This is an optimization exercise on Yosys and OpenROAD, whose aim is small area, not a production implementation. In this exercise RTL edits were held to simulation tests only and were not proved equivalent to the original.

===== flow/config.mk =====
export PLATFORM = sky130hd
export DESIGN_NAME = vfchd_i2cmux
export DESIGN_NICKNAME = vfchd_i2cmux
export VERILOG_FILES = /design/flow/design.v
export SDC_FILE = /design/flow/constraint.sdc
export NUM_CORES = 4
export LEC_CHECK = 0
export CAP_MARGIN = 20
export CORE_MARGIN = 2
export CORE_UTILIZATION = 40
export SLEW_MARGIN = 20

===== flow/constraint.sdc =====
create_clock -name core_clock -period 10.0 [get_ports {Clk_ik}]
set_input_delay 2.0000 -clock core_clock [delete_from_list [all_inputs] [get_ports {Clk_ik}]]
set_output_delay 2.0000 -clock core_clock [all_outputs]
set_load 0.01 [all_outputs]

===== flow/design.v =====
`timescale 1ns/100ps
module I2cExpAndMuxMaster
#(  parameter g_SclHalfPeriod = 10'd256)
(
    input             Clk_ik,
    input             Rst_irq,
    input             IoExpWrReq_i,
    output            IoExpWrOn_oq,
    input             IoExpRdReq_i,
    output            IoExpRdOn_oq,
    input       [2:0] IoExpAddr_ib3,
    input       [1:0] IoExpRegAddr_ib2,
    input       [7:0] IoExpData_ib8,
    input             I2cSlaveWrReq_i,
    output            I2cSlaveWrOn_o,
    input             I2cSlaveRdReq_i,
    output            I2cSlaveRdOn_o,
    input       [3:0] I2cTarget_ib4,
    input       [7:0] I2cSlaveRegAddr_ib8,
    input       [7:0] I2cSlaveByte_ib8,
    output            Busy_o,
    output            NewByteRead_op,
    output      [7:0] ByteOut_ob8,
    input             Scl_ioz,
    input             Sda_ioz,
    output reg        SclOe_o,
    output reg        SdaOe_o
);
localparam CW = (g_SclHalfPeriod >= 512) ? 10 : (g_SclHalfPeriod >= 256) ? 9 : (g_SclHalfPeriod >= 128) ? 8 :
                (g_SclHalfPeriod >= 64) ? 7 : (g_SclHalfPeriod >= 32) ? 6 : (g_SclHalfPeriod >= 16) ? 5 :
                (g_SclHalfPeriod >= 8) ? 4 : (g_SclHalfPeriod >= 4) ? 3 : 2;
localparam  s_Idle           = 4'h0,
            s_IdleFirst      = 4'h1,
            s_FetchCommand   = 4'h2,
            s_StartExecution = 4'h3,
            s_StartSda1      = 4'h4,
            s_StartScl1      = 4'h5,
            s_StartSda0      = 4'h6,
            s_StartScl0      = 4'h7,
            s_SendScl0       = 4'h8,
            s_SendScl1       = 4'h9,
            s_GetScl0        = 4'ha,
            s_GetScl1        = 4'hb,
            s_StopSda0       = 4'hc,
            s_StopScl1       = 4'hd,
            s_StopSda1       = 4'he;
localparam  c_IoExpWriteSeq = 2'd0,
            c_IoExpReadSeq  = 2'd1,
            c_I2cSlaveRead  = 2'd2,
            c_I2cSlaveWrite = 2'd3;
localparam  c_GoToIdle     = 3'd0,
            c_SendStartBit = 3'd1,
            c_SendStopBit  = 3'd2,
            c_SendByte     = 3'd3,
            c_GetByte      = 3'd4;
reg  [3:0]    State_qb4, NextState_ab4;
reg  [CW-1:0] SclCounter_c;
reg  [3:0]    BitCounter_c4;
reg  [7:0]    ShReg_b8;               
reg  [1:0]    ActiveSequence_b2;
reg  [3:0]    CommandPointer_c4;      
reg  [3:0]    Target_qb4;             
reg  [7:0]    RegAddr_qb8;
reg  [7:0]    Data_qb8;
wire       Accept = (State_qb4 == s_Idle) && (IoExpWrReq_i || IoExpRdReq_i || I2cSlaveWrReq_i || I2cSlaveRdReq_i);
wire       SlaveAcc = ~IoExpWrReq_i && ~IoExpRdReq_i;
wire       CntDone = SclCounter_c == g_SclHalfPeriod;
assign Busy_o         = State_qb4 != s_Idle;
assign IoExpWrOn_oq   = Busy_o && ActiveSequence_b2 == c_IoExpWriteSeq;
assign IoExpRdOn_oq   = Busy_o && ActiveSequence_b2 == c_IoExpReadSeq;
assign I2cSlaveRdOn_o = Busy_o && ActiveSequence_b2 == c_I2cSlaveRead;
assign I2cSlaveWrOn_o = Busy_o && ActiveSequence_b2 == c_I2cSlaveWrite;
assign ByteOut_ob8    = ShReg_b8;
assign NewByteRead_op = State_qb4 == s_StartExecution &&
                        ((ActiveSequence_b2 == c_IoExpReadSeq && CommandPointer_c4 == 4'd6) ||
                         (ActiveSequence_b2 == c_I2cSlaveRead && CommandPointer_c4 == 4'ha));
wire [6:0] SlaveAddr_b7 = (Target_qb4[3] && Target_qb4[2:1] == 2'b10) ? 7'h55 :
                          (Target_qb4[3] && Target_qb4[2:1] == 2'b11) ? 7'h40 :
                                                                        {6'b101000, Target_qb4[0]};
wire [7:0] MuxAddrByte = {6'h38, Target_qb4[3], 1'b0};
wire [7:0] IoExpAddrByte = {4'b0100, Target_qb4[2:0], 1'b0};
reg  [2:0] Command_b3;
reg  [7:0] Byte_b8;
always @* begin
    Byte_b8 = 8'h00;
    case (ActiveSequence_b2)
    c_IoExpWriteSeq: case (CommandPointer_c4)
        4'd0: Command_b3 = c_SendStartBit;
        4'd1: begin Command_b3 = c_SendByte; Byte_b8 = IoExpAddrByte; end
        4'd2: begin Command_b3 = c_SendByte; Byte_b8 = RegAddr_qb8; end
        4'd3: begin Command_b3 = c_SendByte; Byte_b8 = Data_qb8; end
        4'd4: Command_b3 = c_SendStopBit;
        default: Command_b3 = c_GoToIdle;
        endcase
    c_IoExpReadSeq: case (CommandPointer_c4)
        4'd0: Command_b3 = c_SendStartBit;
        4'd1: begin Command_b3 = c_SendByte; Byte_b8 = IoExpAddrByte; end
        4'd2: begin Command_b3 = c_SendByte; Byte_b8 = RegAddr_qb8; end
        4'd3: Command_b3 = c_SendStartBit;
        4'd4: begin Command_b3 = c_SendByte; Byte_b8 = IoExpAddrByte | 8'h01; end
        4'd5: Command_b3 = c_GetByte;
        4'd6: Command_b3 = c_SendStopBit;
        default: Command_b3 = c_GoToIdle;
        endcase
    c_I2cSlaveRead: case (CommandPointer_c4)
        4'h0: Command_b3 = c_SendStartBit;
        4'h1: begin Command_b3 = c_SendByte; Byte_b8 = MuxAddrByte; end
        4'h2: begin Command_b3 = c_SendByte; Byte_b8 = {5'b0, 1'b1, Target_qb4[2:1]}; end
        4'h3: Command_b3 = c_SendStopBit;
        4'h4: Command_b3 = c_SendStartBit;
        4'h5: begin Command_b3 = c_SendByte; Byte_b8 = {SlaveAddr_b7, 1'b0}; end
        4'h6: begin Command_b3 = c_SendByte; Byte_b8 = RegAddr_qb8; end
        4'h7: Command_b3 = c_SendStartBit;
        4'h8: begin Command_b3 = c_SendByte; Byte_b8 = {SlaveAddr_b7, 1'b1}; end
        4'h9: Command_b3 = c_GetByte;
        4'ha: Command_b3 = c_SendStopBit;
        4'hb: Command_b3 = c_SendStartBit;
        4'hc: begin Command_b3 = c_SendByte; Byte_b8 = MuxAddrByte; end
        4'hd: Command_b3 = c_SendByte;
        4'he: Command_b3 = c_SendStopBit;
        default: Command_b3 = c_GoToIdle;
        endcase
    default: case (CommandPointer_c4)
        4'h0: Command_b3 = c_SendStartBit;
        4'h1: begin Command_b3 = c_SendByte; Byte_b8 = MuxAddrByte; end
        4'h2: begin Command_b3 = c_SendByte; Byte_b8 = {5'b0, 1'b1, Target_qb4[2:1]}; end
        4'h3: Command_b3 = c_SendStopBit;
        4'h4: Command_b3 = c_SendStartBit;
        4'h5: begin Command_b3 = c_SendByte; Byte_b8 = {SlaveAddr_b7, 1'b0}; end
        4'h6: begin Command_b3 = c_SendByte; Byte_b8 = RegAddr_qb8; end
        4'h7: begin Command_b3 = c_SendByte; Byte_b8 = Data_qb8; end
        4'h8: Command_b3 = c_SendStopBit;
        4'h9: Command_b3 = c_SendStartBit;
        4'ha: begin Command_b3 = c_SendByte; Byte_b8 = MuxAddrByte; end
        4'hb: Command_b3 = c_SendByte;
        4'hc: Command_b3 = c_SendStopBit;
        default: Command_b3 = c_GoToIdle;
        endcase
    endcase
end
always @* begin
    NextState_ab4 = State_qb4;
    case (State_qb4)
    s_Idle:           if (Accept) NextState_ab4 = s_FetchCommand;
    s_IdleFirst:      NextState_ab4 = s_Idle;
    s_FetchCommand:   NextState_ab4 = s_StartExecution;
    s_StartExecution: case (Command_b3)
                      c_SendStartBit: NextState_ab4 = s_StartSda1;
                      c_SendByte:     NextState_ab4 = s_SendScl0;
                      c_GetByte:      NextState_ab4 = s_GetScl0;
                      c_SendStopBit:  NextState_ab4 = s_StopSda0;
                      default:        NextState_ab4 = s_IdleFirst;
                      endcase
    s_StartSda1: if (CntDone) NextState_ab4 = s_StartScl1;
    s_StartScl1: if (CntDone) NextState_ab4 = s_StartSda0;
    s_StartSda0: if (CntDone) NextState_ab4 = s_StartScl0;
    s_StartScl0: if (CntDone) NextState_ab4 = s_FetchCommand;
    s_SendScl0:  if (CntDone) NextState_ab4 = (BitCounter_c4 == 4'd9) ? s_FetchCommand : s_SendScl1;
    s_SendScl1:  if (CntDone) NextState_ab4 = s_SendScl0;
    s_GetScl0:   if (CntDone) NextState_ab4 = (BitCounter_c4 == 4'd9) ? s_FetchCommand : s_GetScl1;
    s_GetScl1:   if (CntDone) NextState_ab4 = s_GetScl0;
    s_StopSda0:  if (CntDone) NextState_ab4 = s_StopScl1;
    s_StopScl1:  if (CntDone) NextState_ab4 = s_StopSda1;
    s_StopSda1:  if (CntDone) NextState_ab4 = s_FetchCommand;
    default:     NextState_ab4 = s_Idle;
    endcase
end
always @(posedge Clk_ik) State_qb4 <= Rst_irq ? s_Idle : NextState_ab4;
reg LineOk;
always @* case (State_qb4)
    s_StartSda1, s_StopSda1:                                  LineOk =  Sda_ioz;
    s_StartSda0, s_StopSda0:                                  LineOk = ~Sda_ioz;
    s_StartScl1, s_SendScl1, s_GetScl1, s_StopScl1:           LineOk =  Scl_ioz;
    default:                                                  LineOk = ~Scl_ioz;
endcase
always @(posedge Clk_ik) begin
    if (State_qb4 == s_StartExecution || CntDone || !LineOk) SclCounter_c <= {CW{1'b0}};
    else                                                     SclCounter_c <= SclCounter_c + 1'b1;
    if (State_qb4 == s_StartExecution) BitCounter_c4 <= 4'h0;
    else if ((State_qb4 == s_SendScl1 || State_qb4 == s_GetScl1) && CntDone) BitCounter_c4 <= BitCounter_c4 + 1'b1;
    if (State_qb4 == s_Idle || State_qb4 == s_IdleFirst) CommandPointer_c4 <= 4'hf;
    else if (State_qb4 == s_FetchCommand)                CommandPointer_c4 <= CommandPointer_c4 + 1'b1;
    if (State_qb4 == s_GetScl1 && CntDone && BitCounter_c4 != 4'd8) ShReg_b8 <= {ShReg_b8[6:0], Sda_ioz};
    if (Accept) begin
        ActiveSequence_b2 <= IoExpWrReq_i ? c_IoExpWriteSeq :
                             IoExpRdReq_i ? c_IoExpReadSeq  :
                             I2cSlaveWrReq_i ? c_I2cSlaveWrite : c_I2cSlaveRead;
        Target_qb4  <= SlaveAcc ? I2cTarget_ib4 : {1'b0, IoExpAddr_ib3};
        RegAddr_qb8 <= SlaveAcc ? I2cSlaveRegAddr_ib8 : {6'b0, IoExpRegAddr_ib2};
        if (IoExpWrReq_i)                      Data_qb8 <= IoExpData_ib8;
        else if (~IoExpRdReq_i && I2cSlaveWrReq_i) Data_qb8 <= I2cSlaveByte_ib8;
    end
end
always @(posedge Clk_ik) begin
    if (Rst_irq) begin
        SclOe_o <= 1'b0;
        SdaOe_o <= 1'b0;
    end else case (State_qb4)
        s_Idle, s_IdleFirst: begin SclOe_o <= 1'b0; SdaOe_o <= 1'b0; end
        s_StartSda1, s_StopSda1: SdaOe_o <= 1'b0;
        s_StartSda0, s_StopSda0: SdaOe_o <= 1'b1;
        s_StartScl1, s_SendScl1, s_GetScl1, s_StopScl1: SclOe_o <= 1'b0;
        s_StartScl0: SclOe_o <= 1'b1;
        s_SendScl0: begin
            SclOe_o <= 1'b1;
            if (SclCounter_c == g_SclHalfPeriod[9:1]) SdaOe_o <= BitCounter_c4[3] ? 1'b0 : !Byte_b8[~BitCounter_c4[2:0]];
        end
        s_GetScl0: begin SclOe_o <= 1'b1; SdaOe_o <= 1'b0; end
        default: ;
    endcase
end
endmodule
`timescale 1ns/100ps
module I2cExpAndMuxReqArbiter
#(  parameter g_IdWaitWidth   = 24)
(
    input             Clk_ik,
    input             Rst_irq,
    output reg        IoExpWrReq_oq,
    input             IoExpWrOn_i,
    output reg        IoExpRdReq_oq,
    input             IoExpRdOn_i,
    output reg  [2:0] IoExpAddr_oqb3,
    output reg  [1:0] IoExpRegAddr_oqb2,
    output reg  [7:0] IoExpData_oqb8,
    output reg        I2cSlaveWrReq_oq,
    input             I2cSlaveWrOn_i,
    output reg        I2cSlaveRdReq_oq,
    input             I2cSlaveRdOn_i,
    output reg  [3:0] I2cTarget_oqb4,        
    output reg  [7:0] I2cSlaveRegAddr_oqb8,
    output reg  [7:0] I2cSlaveByte_oqb8,
    input             MasterBusy_i,
    input             MasterNewByteRead_ip,
    input       [7:0] MasterByteOut_ib8,
    input             IoExpApp12Int_ian,
    input             IoExpApp34Int_ian,
    input             IoExpBstEthInt_ian,
    input             IoExpLosInt_ian,
    input             IoExpBlmInInt_ian,
    output reg        InitDone_oq,
    output reg  [4:0] VmeGa_onqb5,
    output reg        VmeGaP_onq,
    input       [7:0] Led_ib8,
    output reg  [7:0] StatusLed_ob8,
    input             GpIo1A2B_i,
    input             EnGpIo1Term_i,
    input             GpIo2A2B_i,
    input             EnGpIo2Term_i,
    input             GpIo34A2B_i,
    input             EnGpIo3Term_i,
    input             EnGpIo4Term_i,
    output reg        StatusGpIo1A2B_oq,
    output reg        StatusEnGpIo1Term_oq,
    output reg        StatusGpIo2A2B_oq,
    output reg        StatusEnGpIo2Term_oq,
    output reg        StatusGpIo34A2B_oq,
    output reg        StatusEnGpIo3Term_oq,
    output reg        StatusEnGpIo4Term_oq,
    output reg  [7:0] BlmIn_oqb8,
    output reg        AppSfp1Present_oq,
    output reg [15:0] AppSfp1Id_oq16,
    output reg        AppSfp1TxFault_oq,
    output reg        AppSfp1Los_oq,
    input             AppSfp1TxDisable_i,
    input             AppSfp1RateSelect_i,
    output reg        StatusAppSfp1TxDisable_oq,
    output reg        StatusAppSfp1RateSelect_oq,
    output reg        AppSfp2Present_oq,
    output reg [15:0] AppSfp2Id_oq16,
    output reg        AppSfp2TxFault_oq,
    output reg        AppSfp2Los_oq,
    input             AppSfp2TxDisable_i,
    input             AppSfp2RateSelect_i,
    output reg        StatusAppSfp2TxDisable_oq,
    output reg        StatusAppSfp2RateSelect_oq,
    output reg        AppSfp3Present_oq,
    output reg [15:0] AppSfp3Id_oq16,
    output reg        AppSfp3TxFault_oq,
    output reg        AppSfp3Los_oq,
    input             AppSfp3TxDisable_i,
    input             AppSfp3RateSelect_i,
    output reg        StatusAppSfp3TxDisable_oq,
    output reg        StatusAppSfp3RateSelect_oq,
    output reg        AppSfp4Present_oq,
    output reg [15:0] AppSfp4Id_oq16,
    output reg        AppSfp4TxFault_oq,
    output reg        AppSfp4Los_oq,
    input             AppSfp4TxDisable_i,
    input             AppSfp4RateSelect_i,
    output reg        StatusAppSfp4TxDisable_oq,
    output reg        StatusAppSfp4RateSelect_oq,
    output reg        BstSfpPresent_oq,
    output reg [15:0] BstSfpId_oq16,
    output reg        BstSfpTxFault_oq,
    output reg        BstSfpLos_oq,
    input             BstSfpTxDisable_i,
    input             BstSfpRateSelect_i,
    output reg        StatusBstSfpTxDisable_oq,
    output reg        StatusBstSfpRateSelect_oq,
    output reg        EthSfpPresent_oq,
    output reg [15:0] EthSfpId_oq16,
    output reg        EthSfpTxFault_oq,
    output reg        EthSfpLos_oq,
    input             EthSfpTxDisable_i,
    input             EthSfpRateSelect_i,
    output reg        StatusEthSfpTxDisable_oq,
    output reg        StatusEthSfpRateSelect_oq,
    output reg        CdrLos_oq,
    output reg        CdrLol_oq,
    input              I2cWbCyc_i,
    input              I2cWbStb_i,
    input              I2cWbWe_i,
    input       [11:0] I2cWbAdr_ib12,
    input        [7:0] I2cWbDat_ib8,
    output  reg  [7:0] I2cWbDat_ob8,
    output  reg        I2cWbAck_o,
    input              WbCyc_i,
    input              WbStb_i,
    input              WbWe_i,
    input       [31:0] WbDat_ib32,
    output      [31:0] WbDat_oqb32,
    output  reg        WbAck_oa
);
localparam  s_Idle            = 6'b010000,
            s_GaRead          = 6'b000011,
            s_BlmInRead       = 6'b000110,
            s_LosRead         = 6'b000111,
            s_GpioWrite       = 6'b001100,
            s_GpioSetMode     = 6'b011100,
            s_LedWrite        = 6'b001101,
            s_LedSetMode      = 6'b011101,
            s_BstEthWrite     = 6'b001010,
            s_BstEthSetMode   = 6'b011010,
            s_App1App2Write   = 6'b001000,
            s_App1App2SetMode = 6'b011000,
            s_App3App4Write   = 6'b001001,
            s_App3App4SetMode = 6'b011001,
            s_BstEthRead      = 6'b000010,
            s_App1App2Read    = 6'b000000,
            s_App3App4Read    = 6'b000001,
            s_App1ReadId1     = 6'b100000,
            s_App2ReadId1     = 6'b100001,
            s_App3ReadId1     = 6'b100010,
            s_App4ReadId1     = 6'b100011,
            s_BstReadId1      = 6'b100100,
            s_EthReadId1      = 6'b100101,
            s_App1ReadId2     = 6'b101000,
            s_App2ReadId2     = 6'b101001,
            s_App3ReadId2     = 6'b101010,
            s_App4ReadId2     = 6'b101011,
            s_BstReadId2      = 6'b101100,
            s_EthReadId2      = 6'b101101;
reg [31:0] GlobalConfigReg_q32;
always @(posedge Clk_ik)
    if (Rst_irq) begin
        GlobalConfigReg_q32 <= 32'h0003_D090;
        WbAck_oa            <= 1'b0;
    end else begin
        if (WbCyc_i && WbWe_i && WbStb_i) GlobalConfigReg_q32 <= WbDat_ib32;
        WbAck_oa <= WbStb_i && WbCyc_i;
    end
assign WbDat_oqb32 = GlobalConfigReg_q32;
wire        a_BlmInI2cIntDisable       = GlobalConfigReg_q32[28];
wire        a_LosI2cIntDisable         = GlobalConfigReg_q32[27];
wire        a_BstEthSfpI2cIntDisable   = GlobalConfigReg_q32[26];
wire        a_AppSfp34I2cIntDisable    = GlobalConfigReg_q32[25];
wire        a_AppSfp12I2cIntDisable    = GlobalConfigReg_q32[24];
wire [23:0] a_BlmInMuteOthersTime_b24  = GlobalConfigReg_q32[23:0];
wire        a_BlmInI2cIntTimeOutEnable = |a_BlmInMuteOthersTime_b24;
reg [5:0] State_q, NextState_a;
reg       Enter_q;       
reg AppSfp12ExpWrReqMask, AppSfp34ExpWrReqMask, BstEthSfpExpWrReqMask, GpioExpWrReqMask, LedExpWrReqMask,
    AppSfp12ExpRdReqMask, AppSfp34ExpRdReqMask, BstEthSfpExpRdReqMask, LosExRdReqMask, BlmInRdReqMask;
reg [7:0] I2cAccReqMask_b8;
reg [23:0] BlmInMuteOthersCnt_c24;
reg PreAppSfp1Present_q, PreAppSfp2Present_q, PreAppSfp3Present_q, PreAppSfp4Present_q,
    PreEthSfpPresent_q, PreBstSfpPresent_q;
reg MasterBusy_d, MasterTrnDone_p;
reg [2:0] IoExpApp12Int_x3, IoExpApp34Int_x3, IoExpBstEthInt_x3, IoExpLosInt_x3, IoExpBlmInInt_x3;
reg [g_IdWaitWidth-1:0] WaitCounter_c;
always @(posedge Clk_ik) begin
    IoExpApp12Int_x3  <= {IoExpApp12Int_x3 [1:0], IoExpApp12Int_ian};
    IoExpApp34Int_x3  <= {IoExpApp34Int_x3 [1:0], IoExpApp34Int_ian};
    IoExpBstEthInt_x3 <= {IoExpBstEthInt_x3[1:0], IoExpBstEthInt_ian};
    IoExpLosInt_x3    <= {IoExpLosInt_x3   [1:0], IoExpLosInt_ian};
    IoExpBlmInInt_x3  <= {IoExpBlmInInt_x3 [1:0], IoExpBlmInInt_ian};
end
wire BlmInRdReq        = ~BlmInRdReqMask        && ~(IoExpBlmInInt_x3[2]  || a_BlmInI2cIntDisable);
wire AppSfp12ExpRdReq  = ~AppSfp12ExpRdReqMask  && ~(IoExpApp12Int_x3[2]  || a_AppSfp12I2cIntDisable);
wire AppSfp34ExpRdReq  = ~AppSfp34ExpRdReqMask  && ~(IoExpApp34Int_x3[2]  || a_AppSfp34I2cIntDisable);
wire BstEthSfpExpRdReq = ~BstEthSfpExpRdReqMask && ~(IoExpBstEthInt_x3[2] || a_BstEthSfpI2cIntDisable);
wire LosExRdReq        = ~LosExRdReqMask        && ~(IoExpLosInt_x3[2]    || a_LosI2cIntDisable);
wire AppSfp12ExpWrReq  = ~AppSfp12ExpWrReqMask  && (AppSfp1TxDisable_i^StatusAppSfp1TxDisable_oq) || (AppSfp1RateSelect_i^StatusAppSfp1RateSelect_oq) || (AppSfp2TxDisable_i^StatusAppSfp2TxDisable_oq) || (AppSfp2RateSelect_i^StatusAppSfp2RateSelect_oq);
wire AppSfp34ExpWrReq  = ~AppSfp34ExpWrReqMask  && (AppSfp3TxDisable_i^StatusAppSfp3TxDisable_oq) || (AppSfp3RateSelect_i^StatusAppSfp3RateSelect_oq) || (AppSfp4TxDisable_i^StatusAppSfp4TxDisable_oq) || (AppSfp4RateSelect_i^StatusAppSfp4RateSelect_oq);
wire BstEthSfpExpWrReq = ~BstEthSfpExpWrReqMask && (BstSfpTxDisable_i^StatusBstSfpTxDisable_oq) || (BstSfpRateSelect_i^StatusBstSfpRateSelect_oq) || (EthSfpTxDisable_i^StatusEthSfpTxDisable_oq) || (EthSfpRateSelect_i^StatusEthSfpRateSelect_oq);
wire GpioExpWrReq      = ~GpioExpWrReqMask      && (GpIo1A2B_i^StatusGpIo1A2B_oq || EnGpIo1Term_i^StatusEnGpIo1Term_oq || GpIo2A2B_i^StatusGpIo2A2B_oq || EnGpIo2Term_i^StatusEnGpIo2Term_oq || GpIo34A2B_i^StatusGpIo34A2B_oq || EnGpIo3Term_i^StatusEnGpIo3Term_oq || EnGpIo4Term_i^StatusEnGpIo4Term_oq);
wire LedExpWrReq       = ~LedExpWrReqMask       && (Led_ib8 != StatusLed_ob8);
wire       WbReq = I2cWbCyc_i && I2cWbStb_i && ~I2cWbAck_o &&
                   ~(I2cWbAdr_ib12[11:10] == 2'b11 && I2cWbAdr_ib12[8]);
wire [2:0] WbIface = (I2cWbAdr_ib12[11:10] == 2'b11) ? {2'b11, ~I2cWbAdr_ib12[9]} : I2cWbAdr_ib12[11:9];
wire [7:0] I2cAccReq_b8 = {8{WbReq}} & (8'b1 << WbIface) & ~I2cAccReqMask_b8;    
wire AnyReq = BlmInRdReq || AppSfp12ExpRdReq || AppSfp34ExpRdReq || BstEthSfpExpRdReq || LosExRdReq ||
              AppSfp12ExpWrReq || AppSfp34ExpWrReq || BstEthSfpExpWrReq || GpioExpWrReq || LedExpWrReq ||
              |I2cAccReq_b8;
always @(posedge Clk_ik) MasterBusy_d    <= MasterBusy_i;
always @(posedge Clk_ik) MasterTrnDone_p <= MasterBusy_d && ~MasterBusy_i;
wire StIoExp = ~State_q[5];
wire StId    = State_q[5] & ~State_q[4];
wire StWb    = State_q[5] &  State_q[4];
wire StIdle  = State_q == s_Idle;
wire [2:0] Iface = State_q[2:0];
always @* begin
    NextState_a = State_q;
    if (StWb) begin
        if (~(I2cWbCyc_i && I2cWbStb_i)) NextState_a = s_Idle;
    end else if (StIdle) begin
        if (~MasterBusy_i) begin
            if (~InitDone_oq) NextState_a = s_GaRead;
            else if (|BlmInMuteOthersCnt_c24) begin
                if ((BlmInMuteOthersCnt_c24 == a_BlmInMuteOthersTime_b24) && BlmInRdReq) NextState_a = s_BlmInRead;
            end else begin
                if (BlmInRdReq && ~a_BlmInI2cIntTimeOutEnable) NextState_a = s_BlmInRead;
                else if (AppSfp12ExpRdReq ) NextState_a = s_App1App2Read;
                else if (AppSfp34ExpRdReq ) NextState_a = s_App3App4Read;
                else if (BstEthSfpExpRdReq) NextState_a = s_BstEthRead;
                else if (LosExRdReq       ) NextState_a = s_LosRead;
                else if (AppSfp12ExpWrReq ) NextState_a = s_App1App2Write;
                else if (AppSfp34ExpWrReq ) NextState_a = s_App3App4Write;
                else if (BstEthSfpExpWrReq) NextState_a = s_BstEthWrite;
                else if (GpioExpWrReq     ) NextState_a = s_GpioWrite;
                else if (LedExpWrReq      ) NextState_a = s_LedWrite;
                else if (|I2cAccReq_b8    ) NextState_a = {2'b11, I2cWbWe_i, WbIface};
            end
        end
    end else if (MasterTrnDone_p) case (State_q)
        s_GaRead          : NextState_a = s_BlmInRead;
        s_BlmInRead       : NextState_a = InitDone_oq ? s_Idle : s_LosRead;
        s_LosRead         : NextState_a = InitDone_oq ? s_Idle : s_GpioWrite;
        s_GpioWrite       : NextState_a = InitDone_oq ? s_Idle : s_GpioSetMode;
        s_GpioSetMode     : NextState_a = InitDone_oq ? s_Idle : s_LedWrite;
        s_LedWrite        : NextState_a = InitDone_oq ? s_Idle : s_LedSetMode;
        s_LedSetMode      : NextState_a = InitDone_oq ? s_Idle : s_BstEthWrite;
        s_BstEthWrite     : NextState_a = InitDone_oq ? s_Idle : s_BstEthSetMode;
        s_BstEthSetMode   : NextState_a = InitDone_oq ? s_Idle : s_App1App2Write;
        s_App1App2Write   : NextState_a = InitDone_oq ? s_Idle : s_App1App2SetMode;
        s_App1App2SetMode : NextState_a = InitDone_oq ? s_Idle : s_App3App4Write;
        s_App3App4Write   : NextState_a = InitDone_oq ? s_Idle : s_App3App4SetMode;
        s_App3App4SetMode : NextState_a = InitDone_oq ? s_Idle : s_BstEthRead;
        s_BstEthRead      : if      (PreBstSfpPresent_q && ~BstSfpPresent_oq) NextState_a = s_BstReadId1;
                            else if (PreEthSfpPresent_q && ~EthSfpPresent_oq) NextState_a = s_EthReadId1;
                            else NextState_a = InitDone_oq ? s_Idle : s_App1App2Read;
        s_BstReadId1      : NextState_a = s_BstReadId2;
        s_BstReadId2      : if (PreEthSfpPresent_q && ~EthSfpPresent_oq) NextState_a = s_EthReadId1;
                            else NextState_a = InitDone_oq ? s_Idle : s_App1App2Read;
        s_EthReadId1      : NextState_a = s_EthReadId2;
        s_EthReadId2      : NextState_a = InitDone_oq ? s_Idle : s_App1App2Read;
        s_App1App2Read    : if      (PreAppSfp1Present_q && ~AppSfp1Present_oq) NextState_a = s_App1ReadId1;
                            else if (PreAppSfp2Present_q && ~AppSfp2Present_oq) NextState_a = s_App2ReadId1;
                            else NextState_a = InitDone_oq ? s_Idle : s_App3App4Read;
        s_App1ReadId1     : NextState_a = s_App1ReadId2;
        s_App1ReadId2     : if (PreAppSfp2Present_q && ~AppSfp2Present_oq) NextState_a = s_App2ReadId1;
                            else NextState_a = InitDone_oq ? s_Idle : s_App3App4Read;
        s_App2ReadId1     : NextState_a = s_App2ReadId2;
        s_App2ReadId2     : NextState_a = InitDone_oq ? s_Idle : s_App3App4Read;
        s_App3App4Read    : if      (PreAppSfp3Present_q && ~AppSfp3Present_oq) NextState_a = s_App3ReadId1;
                            else if (PreAppSfp4Present_q && ~AppSfp4Present_oq) NextState_a = s_App4ReadId1;
                            else NextState_a = s_Idle;
        s_App3ReadId1     : NextState_a = s_App3ReadId2;
        s_App3ReadId2     : if (PreAppSfp4Present_q && ~AppSfp4Present_oq) NextState_a = s_App4ReadId1;
                            else NextState_a = s_Idle;
        s_App4ReadId1     : NextState_a = s_App4ReadId2;
        s_App4ReadId2     : NextState_a = s_Idle;
        default           : ;
    endcase
end
always @(posedge Clk_ik) State_q <= Rst_irq ? s_Idle : NextState_a;
always @(posedge Clk_ik) Enter_q <= NextState_a != State_q;
always @(posedge Clk_ik) begin
        if (StIoExp && ~StIdle) begin
            IoExpAddr_oqb3    <= State_q[2:0];
            IoExpRegAddr_oqb2 <= State_q[4:3];
        end
        if (StIoSm && State_q[2:1] != 2'b10) IoExpData_oqb8 <= 8'b10011001;    
        if (Enter_q) case (State_q)
            s_GpioWrite:     IoExpData_oqb8 <= {1'b0, EnGpIo4Term_i, EnGpIo3Term_i, EnGpIo2Term_i, EnGpIo1Term_i, GpIo34A2B_i, GpIo2A2B_i, GpIo1A2B_i};
            s_GpioSetMode,
            s_LedSetMode:    IoExpData_oqb8 <= 8'b0;
            s_LedWrite:      IoExpData_oqb8 <= ~Led_ib8;
            s_BstEthWrite:   IoExpData_oqb8 <= {1'b0, EthSfpRateSelect_i, EthSfpTxDisable_i, 2'b0, BstSfpRateSelect_i, BstSfpTxDisable_i, 1'b0};
            s_App1App2Write: IoExpData_oqb8 <= {1'b0, AppSfp2RateSelect_i, AppSfp2TxDisable_i, 2'b0, AppSfp1RateSelect_i, AppSfp1TxDisable_i, 1'b0};
            s_App3App4Write: IoExpData_oqb8 <= {1'b0, AppSfp4RateSelect_i, AppSfp4TxDisable_i, 2'b0, AppSfp3RateSelect_i, AppSfp3TxDisable_i, 1'b0};
            default: ;
        endcase
        if (StId) begin
            I2cTarget_oqb4       <= {Iface[2], Iface[2] ? {1'b0, Iface[0]} : Iface[1:0], 1'b0};
            I2cSlaveRegAddr_oqb8 <= {7'b0, State_q[3]};
        end
        if (StWb) begin
            I2cTarget_oqb4       <= {Iface, I2cWbAdr_ib12[8]};
            I2cSlaveRegAddr_oqb8 <= I2cWbAdr_ib12[7:0];
        end
        if (StWbWr) I2cSlaveByte_oqb8 <= I2cWbDat_ib8;
end
wire NBR = MasterNewByteRead_ip;
wire [7:0] B = MasterByteOut_ib8;
wire Done     = MasterTrnDone_p;
wire StIoRd   = StIoExp && State_q[4:3] == 2'b00;
wire StIoWr   = StIoExp && State_q[4:3] == 2'b01;
wire StIoSm   = StIoExp && State_q[4:3] == 2'b11;
wire StId1    = StId && ~State_q[3];
wire StId2    = StId &&  State_q[3];
wire StWbRd   = StWb && ~State_q[3];
wire StWbWr   = StWb &&  State_q[3];
wire [7:0] Br = B & {8{~Rst_irq}};                   
wire [7:0] Bz = B & {8{~(Rst_irq | StIoRd)}};        
wire       Pz = ~(Rst_irq | StIoRd);                 
wire [7:0] Dr = IoExpData_oqb8 & {8{~Rst_irq}};
wire RdApp12  = State_q == s_App1App2Read && NBR;
wire RdApp34  = State_q == s_App3App4Read && NBR;
wire RdBstEth = State_q == s_BstEthRead   && NBR;
wire ClrApp1 = RdApp12  && B[3];
wire ClrApp2 = RdApp12  && B[7];
wire ClrApp3 = RdApp34  && B[3];
wire ClrApp4 = RdApp34  && B[7];
wire ClrBst  = RdBstEth && B[3];
wire ClrEth  = RdBstEth && B[7];
wire [5:0] LdId1 = {6{StId1 && NBR}} & (6'b1 << Iface);    
wire [5:0] LdId2 = {6{StId2 && NBR}} & (6'b1 << Iface);
always @(posedge Clk_ik) begin
    if (Rst_irq || ClrApp1 || LdId1[0]) AppSfp1Id_oq16[7:0]  <= Bz;
    if (Rst_irq || ClrApp2 || LdId1[1]) AppSfp2Id_oq16[7:0]  <= Bz;
    if (Rst_irq || ClrApp3 || LdId1[2]) AppSfp3Id_oq16[7:0]  <= Bz;
    if (Rst_irq || ClrApp4 || LdId1[3]) AppSfp4Id_oq16[7:0]  <= Bz;
    if (Rst_irq || ClrBst  || LdId1[4]) BstSfpId_oq16[7:0]   <= Bz;
    if (Rst_irq || ClrEth  || LdId1[5]) EthSfpId_oq16[7:0]   <= Bz;
    if (Rst_irq || ClrApp1 || LdId2[0]) begin AppSfp1Id_oq16[15:8] <= Bz; AppSfp1Present_oq <= Pz; end
    if (Rst_irq || ClrApp2 || LdId2[1]) begin AppSfp2Id_oq16[15:8] <= Bz; AppSfp2Present_oq <= Pz; end
    if (Rst_irq || ClrApp3 || LdId2[2]) begin AppSfp3Id_oq16[15:8] <= Bz; AppSfp3Present_oq <= Pz; end
    if (Rst_irq || ClrApp4 || LdId2[3]) begin AppSfp4Id_oq16[15:8] <= Bz; AppSfp4Present_oq <= Pz; end
    if (Rst_irq || ClrBst  || LdId2[4]) begin BstSfpId_oq16[15:8]  <= Bz; BstSfpPresent_oq  <= Pz; end
    if (Rst_irq || ClrEth  || LdId2[5]) begin EthSfpId_oq16[15:8]  <= Bz; EthSfpPresent_oq  <= Pz; end
    if (Rst_irq || RdApp12) begin
        AppSfp1TxFault_oq <= Br[0]; PreAppSfp1Present_q <= ~B[3] & ~Rst_irq;
        AppSfp2TxFault_oq <= Br[4]; PreAppSfp2Present_q <= ~B[7] & ~Rst_irq;
    end
    if (Rst_irq || RdApp34) begin
        AppSfp3TxFault_oq <= Br[0]; PreAppSfp3Present_q <= ~B[3] & ~Rst_irq;
        AppSfp4TxFault_oq <= Br[4]; PreAppSfp4Present_q <= ~B[7] & ~Rst_irq;
    end
    if (Rst_irq || RdBstEth) begin
        BstSfpTxFault_oq <= Br[0]; PreBstSfpPresent_q <= ~B[3] & ~Rst_irq;
        EthSfpTxFault_oq <= Br[4]; PreEthSfpPresent_q <= ~B[7] & ~Rst_irq;
    end
    if (Rst_irq || (State_q == s_GaRead && NBR)) {VmeGaP_onq, VmeGa_onqb5} <= Br[5:0];
    if (Rst_irq || (State_q == s_BlmInRead && NBR)) BlmIn_oqb8 <= Br;
    if (Rst_irq || (State_q == s_LosRead && NBR))
        {CdrLol_oq, CdrLos_oq, EthSfpLos_oq, BstSfpLos_oq, AppSfp4Los_oq, AppSfp3Los_oq, AppSfp2Los_oq, AppSfp1Los_oq} <= {B[7] | Rst_irq, Br[6:0]};
    if (Rst_irq || (State_q == s_GpioWrite && Done))
        {StatusEnGpIo4Term_oq, StatusEnGpIo3Term_oq, StatusEnGpIo2Term_oq, StatusEnGpIo1Term_oq, StatusGpIo34A2B_oq, StatusGpIo2A2B_oq, StatusGpIo1A2B_oq} <= Dr[6:0];
    if (Rst_irq || (State_q == s_LedWrite && Done)) StatusLed_ob8 <= ~IoExpData_oqb8 & {8{~Rst_irq}};
    if (Rst_irq || (State_q == s_BstEthWrite && Done))
        {StatusEthSfpRateSelect_oq, StatusEthSfpTxDisable_oq, StatusBstSfpRateSelect_oq, StatusBstSfpTxDisable_oq} <= {Dr[6:5], Dr[2:1]};
    if (Rst_irq || (State_q == s_App1App2Write && Done))
        {StatusAppSfp2RateSelect_oq, StatusAppSfp2TxDisable_oq, StatusAppSfp1RateSelect_oq, StatusAppSfp1TxDisable_oq} <= {Dr[6:5], Dr[2:1]};
    if (Rst_irq || State_q == s_App3App4Write)
        {StatusAppSfp4RateSelect_oq, StatusAppSfp4TxDisable_oq, StatusAppSfp3RateSelect_oq, StatusAppSfp3TxDisable_oq} <= {Dr[6:5], Dr[2:1]};
    if (StWbRd && NBR) I2cWbDat_ob8 <= B;
end
wire App4IdPending = PreAppSfp4Present_q && ~AppSfp4Present_oq;
wire App3IdPending = PreAppSfp3Present_q && ~AppSfp3Present_oq;
wire InitEnd = Done && ((State_q == s_App3App4Read && ~App3IdPending && ~App4IdPending) ||
                        (State_q == s_App3ReadId2  && ~App4IdPending) ||
                         State_q == s_App4ReadId2);
always @(posedge Clk_ik) begin
    if (Rst_irq) begin
        InitDone_oq                <= 1'b0;
        IoExpWrReq_oq              <= 1'b0;
        IoExpRdReq_oq              <= 1'b0;
        I2cSlaveWrReq_oq           <= 1'b0;
        I2cSlaveRdReq_oq           <= 1'b0;
        BlmInRdReqMask             <= 1'b0;
        AppSfp12ExpRdReqMask       <= 1'b0;
        AppSfp34ExpRdReqMask       <= 1'b0;
        BstEthSfpExpRdReqMask      <= 1'b0;
        LosExRdReqMask             <= 1'b0;
        AppSfp12ExpWrReqMask       <= 1'b0;
        AppSfp34ExpWrReqMask       <= 1'b0;
        BstEthSfpExpWrReqMask      <= 1'b0;
        GpioExpWrReqMask           <= 1'b0;
        LedExpWrReqMask            <= 1'b0;
        I2cAccReqMask_b8           <= 8'b0;
        BlmInMuteOthersCnt_c24     <= 24'h0;
        I2cWbAck_o                 <= 1'b0;
        WaitCounter_c              <= {g_IdWaitWidth{1'b0}};
    end else begin
        if (InitEnd) InitDone_oq <= 1'b1;
        if (State_q == s_BlmInRead || ~InitDone_oq || ~a_BlmInI2cIntTimeOutEnable) BlmInMuteOthersCnt_c24 <= 24'h0;
        else if (|BlmInMuteOthersCnt_c24 || BlmInRdReq) BlmInMuteOthersCnt_c24 <= BlmInMuteOthersCnt_c24 + 1'b1;
        if (StIdle) begin
            I2cWbAck_o    <= 1'b0;
            WaitCounter_c <= {g_IdWaitWidth{1'b0}};
            if (~AnyReq) begin
                BlmInRdReqMask        <= 1'b0;
                AppSfp12ExpRdReqMask  <= 1'b0;
                AppSfp34ExpRdReqMask  <= 1'b0;
                BstEthSfpExpRdReqMask <= 1'b0;
                LosExRdReqMask        <= 1'b0;
                AppSfp12ExpWrReqMask  <= 1'b0;
                AppSfp34ExpWrReqMask  <= 1'b0;
                BstEthSfpExpWrReqMask <= 1'b0;
                GpioExpWrReqMask      <= 1'b0;
                LedExpWrReqMask       <= 1'b0;
                I2cAccReqMask_b8      <= 8'b0;
            end
        end
        case (State_q)
        s_BlmInRead:     BlmInRdReqMask        <= ~a_BlmInI2cIntTimeOutEnable;
        s_LosRead:       LosExRdReqMask        <= 1'b1;
        s_GpioWrite:     GpioExpWrReqMask      <= 1'b1;
        s_LedWrite:      LedExpWrReqMask       <= 1'b1;
        s_BstEthWrite:   BstEthSfpExpWrReqMask <= 1'b1;
        s_App1App2Write: AppSfp12ExpWrReqMask  <= 1'b1;
        s_App3App4Write: AppSfp34ExpWrReqMask  <= 1'b1;
        s_BstEthRead:    BstEthSfpExpRdReqMask <= 1'b1;
        s_App1App2Read:  AppSfp12ExpRdReqMask  <= 1'b1;
        s_App3App4Read:  AppSfp34ExpRdReqMask  <= 1'b1;
        default: ;
        endcase
        if (StIoRd) begin
            if (Enter_q) IoExpRdReq_oq <= 1'b1;
            else if (IoExpRdOn_i) IoExpRdReq_oq <= 1'b0;
        end
        if (StIoWr || StIoSm) begin
            if (Enter_q) IoExpWrReq_oq <= 1'b1;
            else if (IoExpWrOn_i) IoExpWrReq_oq <= 1'b0;
        end
        if (StId1 && (Enter_q || |WaitCounter_c)) WaitCounter_c <= WaitCounter_c + 1'b1;
        if (StId1) begin
            if (&WaitCounter_c) I2cSlaveRdReq_oq <= 1'b1;
            else if (I2cSlaveRdOn_i) I2cSlaveRdReq_oq <= 1'b0;
        end
        if (StWb) begin
            I2cAccReqMask_b8[Iface] <= 1'b1;
            if (Done) I2cWbAck_o <= 1'b1;
        end
        if (StWbWr) begin
            if (Enter_q) I2cSlaveWrReq_oq <= 1'b1;
            else if (I2cSlaveWrOn_i) I2cSlaveWrReq_oq <= 1'b0;
        end
        if (StId2 || StWbRd) begin
            if (Enter_q) I2cSlaveRdReq_oq <= 1'b1;
            else if (I2cSlaveRdOn_i) I2cSlaveRdReq_oq <= 1'b0;
        end
    end
end
endmodule
`timescale 1ns/100ps
module vfchd_i2cmux (
    input           Clk_ik,
    input           Rst_irq,
    input           IoExpApp12Int_ian,
    input           IoExpApp34Int_ian,
    input           IoExpBstEthInt_ian,
    input           IoExpLosInt_ian,
    input           IoExpBlmInInt_ian,
    output          InitDone_oq,
    output [4:0]    VmeGa_onqb5,
    output          VmeGaP_onq,
    input  [7:0]    Led_ib8,
    output [7:0]    StatusLed_ob8,
    input           GpIo1A2B_i,
    input           EnGpIo1Term_i,
    input           GpIo2A2B_i,
    input           EnGpIo2Term_i,
    input           GpIo34A2B_i,
    input           EnGpIo3Term_i,
    input           EnGpIo4Term_i,
    output          StatusGpIo1A2B_oq,
    output          StatusEnGpIo1Term_oq,
    output          StatusGpIo2A2B_oq,
    output          StatusEnGpIo2Term_oq,
    output          StatusGpIo34A2B_oq,
    output          StatusEnGpIo3Term_oq,
    output          StatusEnGpIo4Term_oq,
    output [7:0]    BlmIn_oqb8,
    output          AppSfp1Present_oq,
    output [15:0]   AppSfp1Id_oq16,
    output          AppSfp1TxFault_oq,
    output          AppSfp1Los_oq,
    input           AppSfp1TxDisable_i,
    input           AppSfp1RateSelect_i,
    output          StatusAppSfp1TxDisable_oq,
    output          StatusAppSfp1RateSelect_oq,
    output          AppSfp2Present_oq,
    output [15:0]   AppSfp2Id_oq16,
    output          AppSfp2TxFault_oq,
    output          AppSfp2Los_oq,
    input           AppSfp2TxDisable_i,
    input           AppSfp2RateSelect_i,
    output          StatusAppSfp2TxDisable_oq,
    output          StatusAppSfp2RateSelect_oq,
    output          AppSfp3Present_oq,
    output [15:0]   AppSfp3Id_oq16,
    output          AppSfp3TxFault_oq,
    output          AppSfp3Los_oq,
    input           AppSfp3TxDisable_i,
    input           AppSfp3RateSelect_i,
    output          StatusAppSfp3TxDisable_oq,
    output          StatusAppSfp3RateSelect_oq,
    output          AppSfp4Present_oq,
    output [15:0]   AppSfp4Id_oq16,
    output          AppSfp4TxFault_oq,
    output          AppSfp4Los_oq,
    input           AppSfp4TxDisable_i,
    input           AppSfp4RateSelect_i,
    output          StatusAppSfp4TxDisable_oq,
    output          StatusAppSfp4RateSelect_oq,
    output          BstSfpPresent_oq,
    output [15:0]   BstSfpId_oq16,
    output          BstSfpTxFault_oq,
    output          BstSfpLos_oq,
    input           BstSfpTxDisable_i,
    input           BstSfpRateSelect_i,
    output          StatusBstSfpTxDisable_oq,
    output          StatusBstSfpRateSelect_oq,
    output          EthSfpPresent_oq,
    output [15:0]   EthSfpId_oq16,
    output          EthSfpTxFault_oq,
    output          EthSfpLos_oq,
    input           EthSfpTxDisable_i,
    input           EthSfpRateSelect_i,
    output          StatusEthSfpTxDisable_oq,
    output          StatusEthSfpRateSelect_oq,
    output          CdrLos_oq,
    output          CdrLol_oq,
    input           I2cWbCyc_i,
    input           I2cWbStb_i,
    input           I2cWbWe_i,
    input  [11:0]   I2cWbAdr_ib12,
    input  [7:0]    I2cWbDat_ib8,
    output [7:0]    I2cWbDat_ob8,
    output          I2cWbAck_o,
    input           WbCyc_i,
    input           WbStb_i,
    input           WbWe_i,
    input  [31:0]   WbDat_ib32,
    output [31:0]   WbDat_oqb32,
    output          WbAck_oa,
    input           Scl_i,
    input           Sda_i,
    output          SclOe_o,
    output          SdaOe_o
);
wire       IoExpWrReq, IoExpWrOn, IoExpRdReq, IoExpRdOn;
wire [2:0] IoExpAddr;
wire [1:0] IoExpRegAddr;
wire [7:0] IoExpData;
wire       I2cSlaveWrReq, I2cSlaveWrOn, I2cSlaveRdReq, I2cSlaveRdOn;
wire [3:0] I2cTarget;
wire [7:0] I2cSlaveRegAddr, I2cSlaveByte;
wire       MasterBusy, MasterNewByteRead;
wire [7:0] MasterByteOut;
I2cExpAndMuxReqArbiter #(.g_IdWaitWidth(12)) i_Arbiter (
    .Clk_ik                      (Clk_ik),
    .Rst_irq                     (Rst_irq),
    .IoExpWrReq_oq               (IoExpWrReq),
    .IoExpWrOn_i                 (IoExpWrOn),
    .IoExpRdReq_oq               (IoExpRdReq),
    .IoExpRdOn_i                 (IoExpRdOn),
    .IoExpAddr_oqb3              (IoExpAddr),
    .IoExpRegAddr_oqb2           (IoExpRegAddr),
    .IoExpData_oqb8              (IoExpData),
    .I2cSlaveWrReq_oq            (I2cSlaveWrReq),
    .I2cSlaveWrOn_i              (I2cSlaveWrOn),
    .I2cSlaveRdReq_oq            (I2cSlaveRdReq),
    .I2cSlaveRdOn_i              (I2cSlaveRdOn),
    .I2cTarget_oqb4              (I2cTarget),
    .I2cSlaveRegAddr_oqb8        (I2cSlaveRegAddr),
    .I2cSlaveByte_oqb8           (I2cSlaveByte),
    .MasterBusy_i                (MasterBusy),
    .MasterNewByteRead_ip        (MasterNewByteRead),
    .MasterByteOut_ib8           (MasterByteOut),
    .IoExpApp12Int_ian           (IoExpApp12Int_ian),
    .IoExpApp34Int_ian           (IoExpApp34Int_ian),
    .IoExpBstEthInt_ian          (IoExpBstEthInt_ian),
    .IoExpLosInt_ian             (IoExpLosInt_ian),
    .IoExpBlmInInt_ian           (IoExpBlmInInt_ian),
    .InitDone_oq                 (InitDone_oq),
    .VmeGa_onqb5                 (VmeGa_onqb5),
    .VmeGaP_onq                  (VmeGaP_onq),
    .Led_ib8                     (Led_ib8),
    .StatusLed_ob8               (StatusLed_ob8),
    .GpIo1A2B_i                  (GpIo1A2B_i),
    .EnGpIo1Term_i               (EnGpIo1Term_i),
    .GpIo2A2B_i                  (GpIo2A2B_i),
    .EnGpIo2Term_i               (EnGpIo2Term_i),
    .GpIo34A2B_i                 (GpIo34A2B_i),
    .EnGpIo3Term_i               (EnGpIo3Term_i),
    .EnGpIo4Term_i               (EnGpIo4Term_i),
    .StatusGpIo1A2B_oq           (StatusGpIo1A2B_oq),
    .StatusEnGpIo1Term_oq        (StatusEnGpIo1Term_oq),
    .StatusGpIo2A2B_oq           (StatusGpIo2A2B_oq),
    .StatusEnGpIo2Term_oq        (StatusEnGpIo2Term_oq),
    .StatusGpIo34A2B_oq          (StatusGpIo34A2B_oq),
    .StatusEnGpIo3Term_oq        (StatusEnGpIo3Term_oq),
    .StatusEnGpIo4Term_oq        (StatusEnGpIo4Term_oq),
    .BlmIn_oqb8                  (BlmIn_oqb8),
    .AppSfp1Present_oq           (AppSfp1Present_oq),
    .AppSfp1Id_oq16              (AppSfp1Id_oq16),
    .AppSfp1TxFault_oq           (AppSfp1TxFault_oq),
    .AppSfp1Los_oq               (AppSfp1Los_oq),
    .AppSfp1TxDisable_i          (AppSfp1TxDisable_i),
    .AppSfp1RateSelect_i         (AppSfp1RateSelect_i),
    .StatusAppSfp1TxDisable_oq   (StatusAppSfp1TxDisable_oq),
    .StatusAppSfp1RateSelect_oq  (StatusAppSfp1RateSelect_oq),
    .AppSfp2Present_oq           (AppSfp2Present_oq),
    .AppSfp2Id_oq16              (AppSfp2Id_oq16),
    .AppSfp2TxFault_oq           (AppSfp2TxFault_oq),
    .AppSfp2Los_oq               (AppSfp2Los_oq),
    .AppSfp2TxDisable_i          (AppSfp2TxDisable_i),
    .AppSfp2RateSelect_i         (AppSfp2RateSelect_i),
    .StatusAppSfp2TxDisable_oq   (StatusAppSfp2TxDisable_oq),
    .StatusAppSfp2RateSelect_oq  (StatusAppSfp2RateSelect_oq),
    .AppSfp3Present_oq           (AppSfp3Present_oq),
    .AppSfp3Id_oq16              (AppSfp3Id_oq16),
    .AppSfp3TxFault_oq           (AppSfp3TxFault_oq),
    .AppSfp3Los_oq               (AppSfp3Los_oq),
    .AppSfp3TxDisable_i          (AppSfp3TxDisable_i),
    .AppSfp3RateSelect_i         (AppSfp3RateSelect_i),
    .StatusAppSfp3TxDisable_oq   (StatusAppSfp3TxDisable_oq),
    .StatusAppSfp3RateSelect_oq  (StatusAppSfp3RateSelect_oq),
    .AppSfp4Present_oq           (AppSfp4Present_oq),
    .AppSfp4Id_oq16              (AppSfp4Id_oq16),
    .AppSfp4TxFault_oq           (AppSfp4TxFault_oq),
    .AppSfp4Los_oq               (AppSfp4Los_oq),
    .AppSfp4TxDisable_i          (AppSfp4TxDisable_i),
    .AppSfp4RateSelect_i         (AppSfp4RateSelect_i),
    .StatusAppSfp4TxDisable_oq   (StatusAppSfp4TxDisable_oq),
    .StatusAppSfp4RateSelect_oq  (StatusAppSfp4RateSelect_oq),
    .BstSfpPresent_oq            (BstSfpPresent_oq),
    .BstSfpId_oq16               (BstSfpId_oq16),
    .BstSfpTxFault_oq            (BstSfpTxFault_oq),
    .BstSfpLos_oq                (BstSfpLos_oq),
    .BstSfpTxDisable_i           (BstSfpTxDisable_i),
    .BstSfpRateSelect_i          (BstSfpRateSelect_i),
    .StatusBstSfpTxDisable_oq    (StatusBstSfpTxDisable_oq),
    .StatusBstSfpRateSelect_oq   (StatusBstSfpRateSelect_oq),
    .EthSfpPresent_oq            (EthSfpPresent_oq),
    .EthSfpId_oq16               (EthSfpId_oq16),
    .EthSfpTxFault_oq            (EthSfpTxFault_oq),
    .EthSfpLos_oq                (EthSfpLos_oq),
    .EthSfpTxDisable_i           (EthSfpTxDisable_i),
    .EthSfpRateSelect_i          (EthSfpRateSelect_i),
    .StatusEthSfpTxDisable_oq    (StatusEthSfpTxDisable_oq),
    .StatusEthSfpRateSelect_oq   (StatusEthSfpRateSelect_oq),
    .CdrLos_oq                   (CdrLos_oq),
    .CdrLol_oq                   (CdrLol_oq),
    .I2cWbCyc_i                  (I2cWbCyc_i),
    .I2cWbStb_i                  (I2cWbStb_i),
    .I2cWbWe_i                   (I2cWbWe_i),
    .I2cWbAdr_ib12               (I2cWbAdr_ib12),
    .I2cWbDat_ib8                (I2cWbDat_ib8),
    .I2cWbDat_ob8                (I2cWbDat_ob8),
    .I2cWbAck_o                  (I2cWbAck_o),
    .WbCyc_i                     (WbCyc_i),
    .WbStb_i                     (WbStb_i),
    .WbWe_i                      (WbWe_i),
    .WbDat_ib32                  (WbDat_ib32),
    .WbDat_oqb32                 (WbDat_oqb32),
    .WbAck_oa                    (WbAck_oa)
);
I2cExpAndMuxMaster #(.g_SclHalfPeriod(10'd160)) i_Master (
    .Clk_ik             (Clk_ik),
    .Rst_irq            (Rst_irq),
    .IoExpWrReq_i       (IoExpWrReq),
    .IoExpWrOn_oq       (IoExpWrOn),
    .IoExpRdReq_i       (IoExpRdReq),
    .IoExpRdOn_oq       (IoExpRdOn),
    .IoExpAddr_ib3      (IoExpAddr),
    .IoExpRegAddr_ib2   (IoExpRegAddr),
    .IoExpData_ib8      (IoExpData),
    .I2cSlaveWrReq_i    (I2cSlaveWrReq),
    .I2cSlaveWrOn_o     (I2cSlaveWrOn),
    .I2cSlaveRdReq_i    (I2cSlaveRdReq),
    .I2cSlaveRdOn_o     (I2cSlaveRdOn),
    .I2cTarget_ib4      (I2cTarget),
    .I2cSlaveRegAddr_ib8(I2cSlaveRegAddr),
    .I2cSlaveByte_ib8   (I2cSlaveByte),
    .Busy_o             (MasterBusy),
    .NewByteRead_op     (MasterNewByteRead),
    .ByteOut_ob8        (MasterByteOut),
    .Scl_ioz            (Scl_i),
    .Sda_ioz            (Sda_i),
    .SclOe_o            (SclOe_o),
    .SdaOe_o            (SdaOe_o));
endmodule

===== flow/flow/run.sh =====
#!/bin/bash
# Standard ORFS flow (the standard.sh, unchanged synthesis) with smaller port buffers
# and a clock tree of fewer, mid-size buffers.
set -euo pipefail
bash standard.sh \
  BUFFER_PORTS_ARGS="-buffer_cell sky130_fd_sc_hd__buf_1" \
  CTS_ARGS="-sink_clustering_enable -repair_clock_nets -buf_list sky130_fd_sc_hd__clkbuf_8 -sink_clustering_size 20 -sink_clustering_max_diameter 80 -dont_use_dummy_load" \
  finish > standard_flow.log 2>&1

===== flow/standard.sh =====
#!/bin/bash
# synth_recipe.tcl (not shown) runs the flow's synth.tcl, then flattens the netlist and writes it again
# the make line also repeats each setting of config.mk as NAME=value (left out here)
make -C /OpenROAD-flow-scripts/flow DESIGN_CONFIG=/design/flow/config.mk WORK_HOME=/design/flow/orfs CLKGATE_MAP_FILE= SYNTH_SCRIPT=/design/flow/synth_recipe.tcl "${@:-finish}"

==> summary.txt <==
[cell usage after synthesis, drive strengths merged (6+ instances only)]
cell type and instances:
nor3 34, and3 24, o22ai 13, nand3b 6
nor3b 9, dfxtp 147, nand4 19, o21ai 76
a21o 6, or2 9, edfxtp 226, a221oi 8
o2111ai 10, a211oi 14, nand3 71, xnor2 57
and2 18, ha 19, or3 13, nand2 153
a32oi 15, clkbuf 57, nor2b 38, a22oi 19
xor2 32, mux2 17, buf 34, mux2i 10
nor4 26, a21oi 98, inv 40, a31oi 15
nand2b 13, nor2 137, o211ai 9
[layer usage]
layer,track usage (%),up-vias
met2,34.9,517
met5,0,-
li1,-,6228
met3,2.95,67
met4,5.32,2
met1,29.4,6375
[through the flow]
stage	cell area, um2	util [%]	hold WS (ns)	cells
2_1_floorplan	16800	-	0.310	1576
3_3_place_gp	18300	43.8	0.312	2331
3_5_place_dp	18300	43.8	0.312	2331
4_1_cts	18600	44.6	0.319	2356
5_1_grt	18600	44.6	0.330	2356
6_report	18600	44.6	0.322	2357
[worst max path at each step]
stage,from,to,cells after the start
global route,Led_ib8[3],i_Arbiter.I2cAccReqMask_b8[7],8
detailed placement,Led_ib8[6],i_Arbiter.I2cAccReqMask_b8[2],8
global placement,Led_ib8[6],i_Arbiter.I2cAccReqMask_b8[4],8
CTS,Led_ib8[6],i_Arbiter.I2cAccReqMask_b8[2],8
finish,Led_ib8[6],i_Arbiter.I2cAccReqMask_b8[0],8
floorplan,Led_ib8[6],i_Arbiter.I2cAccReqMask_b8[0],8
[layout make-up]
type	instances	area [um2]	share of cell area, %
antenna	1	2.50	0.0134
clock buffer	25	344	1.85
inverter	41	154	0.825
multi-input combinational	1071	6540	35.1
sequential	373	9730	52.2
tap	539	674	3.62
timing repair buffer	307	1200	6.44
[placed cells by master, fill, tap and decap left out, types with 5 or more instances in the layout]
| master | Yosys | layout |
|---|---|---|
| nand3b_1 | 6 | 6 |
| buf_4 | 6 | 12 |
| buf_1 | 6 | 294 |
| nand4_1 | 19 | 19 |
| o21ai_0 | 73 | 70 |
| and2_1 | 18 | 18 |
| a221oi_1 | 8 | 8 |
| nand2b_1 | 13 | 13 |
| nor4_1 | 23 | 23 |
| xor2_1 | 32 | 32 |
| or3_1 | 13 | 13 |
| or2_2 | 6 | 6 |
| edfxtp_1 | 226 | 226 |
| a21o_1 | 6 | 6 |
| nor3_1 | 33 | 33 |
| a31oi_1 | 15 | 15 |
| o21ai_1 | 3 | 6 |
| a32oi_1 | 14 | 14 |
| a22oi_1 | 19 | 19 |
| nor2_1 | 137 | 137 |
| o211ai_1 | 9 | 9 |
| dfxtp_1 | 147 | 146 |
| nand2_1 | 153 | 153 |
| xnor2_1 | 57 | 57 |
| mux2i_1 | 10 | 10 |
| nor3b_1 | 9 | 8 |
| a211oi_1 | 14 | 14 |
| and3_1 | 24 | 24 |
| nor2b_1 | 38 | 38 |
| clkbuf_8 | 0 | 25 |
| o2111ai_1 | 10 | 10 |
| a21oi_1 | 98 | 98 |
| nand3_1 | 71 | 70 |
| o22ai_1 | 13 | 13 |
| ha_1 | 19 | 19 |
| a32o_1 | 5 | 5 |
| inv_1 | 40 | 40 |
| a22o_1 | 5 | 5 |
| and3b_1 | 5 | 5 |
| mux2_2 | 16 | 16 |
[registers in the layout, summed over array words and instances (netlist names), 6 cells and up]
name and count:
i_Arbiter.BstSfpId_oq16 16, i_Arbiter.I2cAccReqMask_b8 8, i_Arbiter.BlmInMuteOthersCnt_c24 24, i_Arbiter.GlobalConfigReg_q32 32, i_Master.RegAddr_qb8 8, i_Arbiter.AppSfp1Id_oq16 16
i_Arbiter.I2cSlaveByte_oqb8 8, i_Arbiter.State_q 6, i_Arbiter.AppSfp2Id_oq16 16, i_Arbiter.EthSfpId_oq16 16, i_Arbiter.AppSfp3Id_oq16 16, i_Arbiter.WaitCounter_c 12
i_Arbiter.StatusLed_ob8 8, i_Master.SclCounter_c 8, i_Arbiter.I2cSlaveRegAddr_oqb8 8, i_Arbiter.I2cWbDat_ob8 8, i_Master.Data_qb8 8, i_Arbiter.AppSfp4Id_oq16 16
i_Arbiter.BlmIn_oqb8 8, i_Arbiter.IoExpData_oqb8 8, i_Master.ShReg_b8 8
[critical path: cells and delay by family]
family / cells / cell delay [ns]
buffers and inverters: 1 / 0.09
XOR/XNOR: 1 / 0.14
AO/OA/AOI/OAI: 2 / 0.68
AND/OR/NAND/NOR: 4 / 1.71
[kinds of logic (layout without fill, tap and decap cells)]
kind of cell             count (synthesis)  after routing
AND/OR/NAND/NOR                        592            592
flip-flops                             373            373
AO/OA/AOI/OAI                          344            344
buffers and inverters                  132            373
XOR/XNOR                                89             89
multiplexers                            27             27
adder cells (fa/ha/maj)                 19             19
other                                    0              1
[power groups by stage]
stage | Sequential [uW] | Clock (uW) | Combinational (uW)
after floorplan | 1990 | 0 | 700
after global placement | 2070 | 0 | 972
after detailed placement | 2070 | 0 | 985
after CTS | 2030 | 703 | 989
after global routing | 2050 | 752 | 1090
final | 2030 | 677 | 994
==> results.json <==
{
  "vias": 13200,
  "synthSimpleGateAreaFrac_pct": 17.6,
  "overflow": 0,
  "p_clk_share_pct": 18.3,
  "wl_um": 47600,
  "syn_nets": 1689,
  "synth_top_family_by_area": "simple AND/OR/NAND/NOR gates",
  "irDropWorstVdd_v": 0.0000929,
  "powerDensity_mw_per_mm2": 199,
  "synth_seq_cells": 373,
  "synthAdderAreaFrac_pct": 1.41,
  "nets": 1932,
  "switching_share_pct": 35.0,
  "p_seq_share_pct": 54.9,
  "place_ws_ns": 5.27,
  "p_leak_uw": 0.00618,
  "clock-sinks": 373,
  "rows": 75,
  "crit_path_top_delay_cell": "nand3_1",
  "hold_viol_final": 0,
  "yosys_warnings": 2,
  "wl_met1_um": 21300,
  "p_switching_uw": 1300,
  "hold_depth": 0,
  "gp_congestion": 0.904,
  "io_pins": 296,
  "cp.required_ns": 10.46,
  "ys_seq_area_share_pct": 57.9,
  "grtUsageTotal_pct": 21.1,
  "cts_buffer_depth": 3,
  "yosysTopAreaCellShare_pct": 40.4,
  "top_layer": "met5",
  "path_clk_slew_ns": 0.12,
  "met2_length_um": 22200,
  "dp_hpwl_um": 35300,
  "post-route-period-util_pct": 41.6,
  "htreeDepth": 1,
  "async_flop_share_pct": 0,
  "p_comb_share_pct": 26.8,
  "nFillCells": 4050,
  "r2r_slack_ns": 6.30,
  "ant_nets": 0,
  "route.met3.wl_um": 2980,
  "synthXorXnorAreaFrac_pct": 4.64,
  "critical_path_arrival_ns": 4.62,
  "vias_per_cell": 5.60,
  "dieArea_mm2": 0.0437,
  "drv_slew": 0,
  "die_width_um": 209,
  "cts_inserted_buffers": 25,
  "route.detailed.drc": 0,
  "r2r_end": "i_Arbiter.I2cAccReqMask_b8[0]",
  "period_minus_slack_ns": 4.16,
  "syn-cell-area_mm2": 0.0168,
  "p_int_uw": 2410,
  "endpoint_kind": "register",
  "crit_type": "primary input to register",
  "synth_area_leaders": "edfxtp_1 40%, dfxtp_1 18%, nand2_1 3.4%",
  "r2r-start": "i_Arbiter.State_q[1]",
  "synth_edf_count": 226,
  "rsz0062_at_grt": "false",
  "worstHoldStart": "i_Arbiter.IoExpBlmInInt_x3[0]",
  "grt_pass1_vias": 12500,
  "wl_per_cell_um": 20.2,
  "max_freq_mhz": 241,
  "yosys.area.top_type": "edfxtp_1",
  "cp-start-kind": "primary input",
  "setup-tns-final_ns": 0,
  "report.power.total_uw": 3700,
  "grt_pass1_wl_um": 73000,
  "drive_gt1_share_pct": 4.13,
  "grt_max_degree": 68,
  "chipHeight_um": 209,
  "holdPathEnd": "i_Arbiter.IoExpBlmInInt_x3[1]",
  "crit_path_max_incr_delay_ns": 0.66,
  "synth_mux_area_share_pct": 1.76,
  "cts-root-buf": "clkbuf_8",
  "netlist_instances": 1576,
  "start_util_pct": 40.3,
  "antenna_found_initial": 2,
  "synthDistinctLibCells": 84,
  "critPathMaxFanout": 18,
  "cts_tree": "yes",
  "syn_to_final_growth_pct": 10.9,
  "drtIter0Drc": 1106,
  "worstMarginPinSlew_ns": 1.08,
  "clock_latency_ns": 0.59,
  "maxCapViolations": 0,
  "synth_compound_area_share_pct": 13.4,
  "max-slew-margin-rel_pct": 28.3,
  "syn_avg_cell_area_um2": 10.7,
  "hp-class": "register to register",
  "reg2regPathDepth": 8,
  "setup_viol": 0,
  "status": "complete, no violations",
  "io_buffers": 295,
  "fin_skew_ns": 0.0554,
  "drtPass1Iterations": 5,
  "ctsResizeCount": 0,
  "synth_flop_cell": "edfxtp_1",
  "placeableCoreArea_mm2": 0.0418,
  "cts_setup_buffers": 0,
  "cts_hold_buf": 0,
  "path_cells": "buf_1, xor2_1, nor4_1, a41oi_1, nor4_2, nand3_1, a32oi_1, nor2_1",
  "setup_slack_ns": 5.84
}

## what the ideal ports hide
The results above use ideal ports. As a check the final layout listed here was re-extracted and re-timed, cells and wires unchanged.
Step 1 sets driving cells, clkbuf_16 on the clock port and buf_2 on the other inputs (assumed; they add their load-dependent delay and slew).
Step 2 adds t to the input delays and takes it off the output delays; t is the mean of the earliest and latest rising clock arrival at the registers after step 1. Input paths then give back, and output paths get back, about the clock's delay inside the block.
a / b / c = ideal / step 1 / step 2; a / b = the first two.
t, ns: 0.628
setup slack, ns: 5.844 / 5.869 / 5.241
worst slew at a driven data input, ns: 0.09
After both steps setup and hold are still met in this run. The setup slack of this run moves by +0.025 ns with the drivers and by -0.603 ns with both steps.
